This design comes from an exercise in tuning for small area and a short achievable clock period on the open sky130 flow, not from production work.
In this exercise RTL edits were held to simulation tests only and were not proved equivalent to the original.

// lab2_pipe
module lab2_pipe (
    input clk,
    input rst,
    input start,
    input [31:0] x,
    output reg rdy,
    output [31:0] y
);
reg rdy1, rdy2;
always @(posedge clk) begin
    if (rst) begin
        rdy1 <= 1'b0;
        rdy2 <= 1'b0;
        rdy  <= 1'b1;
    end else begin
        if (start) rdy1 <= 1'b1;
        rdy2 <= rdy1;
        rdy  <= rdy2;
    end
end
reg [3:0] v;
always @(posedge clk) v <= rst ? 4'b0 : {v[2:0], 1'b1};
reg [31:0] r1_x;
reg [31:0] r2_x;
reg [21:0] r2_x2l;
reg [19:0] r2_x2h;
reg [31:0] r3_x;
reg [30:0] r3_x2;
reg [21:0] r3_x4l;
reg [15:0] r3_x4h;
reg [76:0] r4_cs;
wire p1 = ~(r1_x[1] & ~r1_x[0]);
wire p2 = ~(r1_x[1] & r1_x[0]);
wire p3 = ~(r1_x[2] & ~r1_x[1]);
wire p4 = ~(r1_x[2] & r1_x[1]);
wire p5 = ~(r1_x[3] & ~r1_x[2]);
wire p6 = ~(r1_x[3] & r1_x[2]);
wire p7 = ~(r1_x[4] & ~r1_x[3]);
wire p8 = ~(r1_x[4] & r1_x[3]);
wire p9 = ~(r1_x[5] & ~r1_x[4]);
wire p10 = ~(r1_x[5] & r1_x[4]);
wire p11 = ~(r1_x[6] & ~r1_x[5]);
wire p12 = ~(r1_x[6] & r1_x[5]);
wire p13 = ~(r1_x[7] & ~r1_x[6]);
wire p14 = ~(r1_x[7] & r1_x[6]);
wire p15 = ~(r1_x[8] & ~r1_x[7]);
wire p16 = ~(r1_x[8] & r1_x[7]);
wire p17 = ~(r1_x[9] & ~r1_x[8]);
wire p18 = ~(r1_x[9] & r1_x[8]);
wire p19 = ~(r1_x[10] & ~r1_x[9]);
wire p20 = ~(r1_x[10] & r1_x[9]);
wire p21 = ~(r1_x[11] & ~r1_x[10]);
wire p22 = ~(r1_x[11] & r1_x[10]);
  ...
==> flow/config.mk <==
export PLATFORM = sky130hd
export DESIGN_NAME = lab2_pipe
export DESIGN_NICKNAME = lab2_pipe
export VERILOG_FILES = /design/flow/design.v
export SDC_FILE = /design/flow/constraint.sdc
export NUM_CORES = 4
export LEC_CHECK = 0
export CAP_MARGIN = 20
export CORE_MARGIN = 2
export CORE_UTILIZATION = 40
export CTS_CLUSTER_DIAMETER = 80
export CTS_CLUSTER_SIZE = 22
export PLACE_DENSITY = 0.6
export SLEW_MARGIN = 75
export SYNTH_HIERARCHICAL = 1
==> flow/constraint.sdc <==
create_clock -name core_clock -period 15.0 [get_ports {clk}]
set_input_delay 3.0000 -clock core_clock [delete_from_list [all_inputs] [get_ports {clk}]]
set_output_delay 3.0000 -clock core_clock [all_outputs]
set_load 0.01 [all_outputs]
standard.sh (not shown) runs the stock make flow with config.mk's settings and CLKGATE_MAP_FILE= SYNTH_SCRIPT=/design/flow/synth_recipe.tcl, a recipe that flattens the netlist after the stock synthesis.
==> flow/flow/run.sh <==
#!/bin/bash
set -euo pipefail
export BUFFER_PORTS_ARGS="-buffer_cell sky130_fd_sc_hd__buf_2"
bash standard.sh > standard_flow.log 2>&1
Then changed:
==> flow/run.sh (new file) <==
#!/bin/bash
# synth_recipe.tcl (not shown) runs the flow's synth.tcl, then flattens the netlist and writes it again
# the make line also repeats each setting of config.mk as NAME=value (left out here)
make -C /OpenROAD-flow-scripts/flow DESIGN_CONFIG=/design/flow/config.mk WORK_HOME=/design/flow/orfs CLKGATE_MAP_FILE= SYNTH_SCRIPT=/design/flow/synth_recipe.tcl finish
removed: flow/flow/run.sh
removed: flow/standard.sh
Setup slack gets worse by 0.22 ns.
Critical path depth came out lower by 13.
Fmax is lower by 5.0%.
Count of clock-buffer cells in the layout went down by 4.
Then changed:
==> flow/flow/run.sh (new file) <==
#!/bin/bash
set -euo pipefail
export BUFFER_PORTS_ARGS="-buffer_cell sky130_fd_sc_hd__buf_2"
bash standard.sh > standard_flow.log 2>&1
==> flow/standard.sh (new file) <==
#!/bin/bash
# synth_recipe.tcl (not shown) runs the flow's synth.tcl, then flattens the netlist and writes it again
# the make line also repeats each setting of config.mk as NAME=value (left out here)
make -C /OpenROAD-flow-scripts/flow DESIGN_CONFIG=/design/flow/config.mk WORK_HOME=/design/flow/orfs CLKGATE_MAP_FILE= SYNTH_SCRIPT=/design/flow/synth_recipe.tcl "${@:-finish}"
- CTS_CLUSTER_DIAMETER: 80 -> 60
- CTS_CLUSTER_SIZE: 22 -> 30
removed: flow/run.sh
Non-clock buffer count drops by 2.
Cell count climbs by 0.46%.
Flip-flop and latch count stays the same.
Final area barely changes.
Setup slack improved by 0.20 ns.
Global-route usage climbs by 0.19 points.
Utilization hardly moves.
Synthesized cell count is unchanged.
Worst hold slack got worse by 0.021 ns.
Routed wire length climbs by 1.0%.
Then changed:
- CORE_UTILIZATION: 40 -> 60
- CTS_CLUSTER_DIAMETER: 60 -> 80
- CTS_CLUSTER_SIZE: 30 -> 22
- PLACE_DENSITY: 0.6 -> 0.75
=>
- register-to-register slack loses 0.14 ns
- area after synthesis does not change
- first-iteration DRC count is higher by about 30%
- setup slack loses 0.14 ns
- synthesized cell count stays the same
- final cell count is lower by about 9%
- non-clock buffer count is lower by 14
Then changed:
- CORE_UTILIZATION: 60 -> 40
- PLACE_DENSITY: 0.75 -> 0.6
- SLEW_MARGIN: 75 -> 65
Area after synthesis stays the same.
Non-clock buffer count rises by 8.
Setup slack improved by 0.077 ns.

==> separate check: timing with driven ports <==
No port has a modelled driver above. Below, the same layouts with a new extraction and two added sets of constraints. Step 1 (the two cells are an assumption about what drives the block):
set clk [get_ports {clk}]
set_driving_cell -lib_cell sky130_fd_sc_hd__clkbuf_16 $clk
set_driving_cell -lib_cell sky130_fd_sc_hd__buf_2 [delete_from_list [all_inputs] $clk]
Step 2, shift: input delay + t, output delay - t, t = (earliest + latest rising clock arrival at the registers) / 2. This alone moves slack from input paths to output paths. Slacks: ideal / step 1 / step 2; pairs: ideal / step 1.
| run | t, ns | setup slack, ns | clock arrival spread, ns | slew at the worst register clock pin (ns) | worst data-port slew with drivers (ns) |
|---|---|---|---|---|---|
| the first run | 0.660 | 10.729 / 10.729 / 10.729 | 0.058 / 0.058 | 0.09 / 0.09 | 0.03 |
| the second run | 0.627 | 10.505 / 10.445 / 10.241 | 0.058 / 0.058 | 0.09 / 0.09 | 0.04 |
| the third run | 0.629 | 10.703 / 10.703 / 10.703 | 0.022 / 0.022 | 0.10 / 0.10 | 0.03 |
| the fourth run | 0.617 | 10.560 / 10.560 / 10.560 | 0.038 / 0.039 | 0.09 / 0.09 | 0.04 |
| the fifth run | 0.655 | 10.637 / 10.637 / 10.637 | 0.057 / 0.057 | 0.09 / 0.09 | 0.03 |
After both steps every run listed still meets setup and hold. For the second run, which loses most, drivers alone change the setup slack by -0.060 ns; drivers and shift together by -0.264 ns.
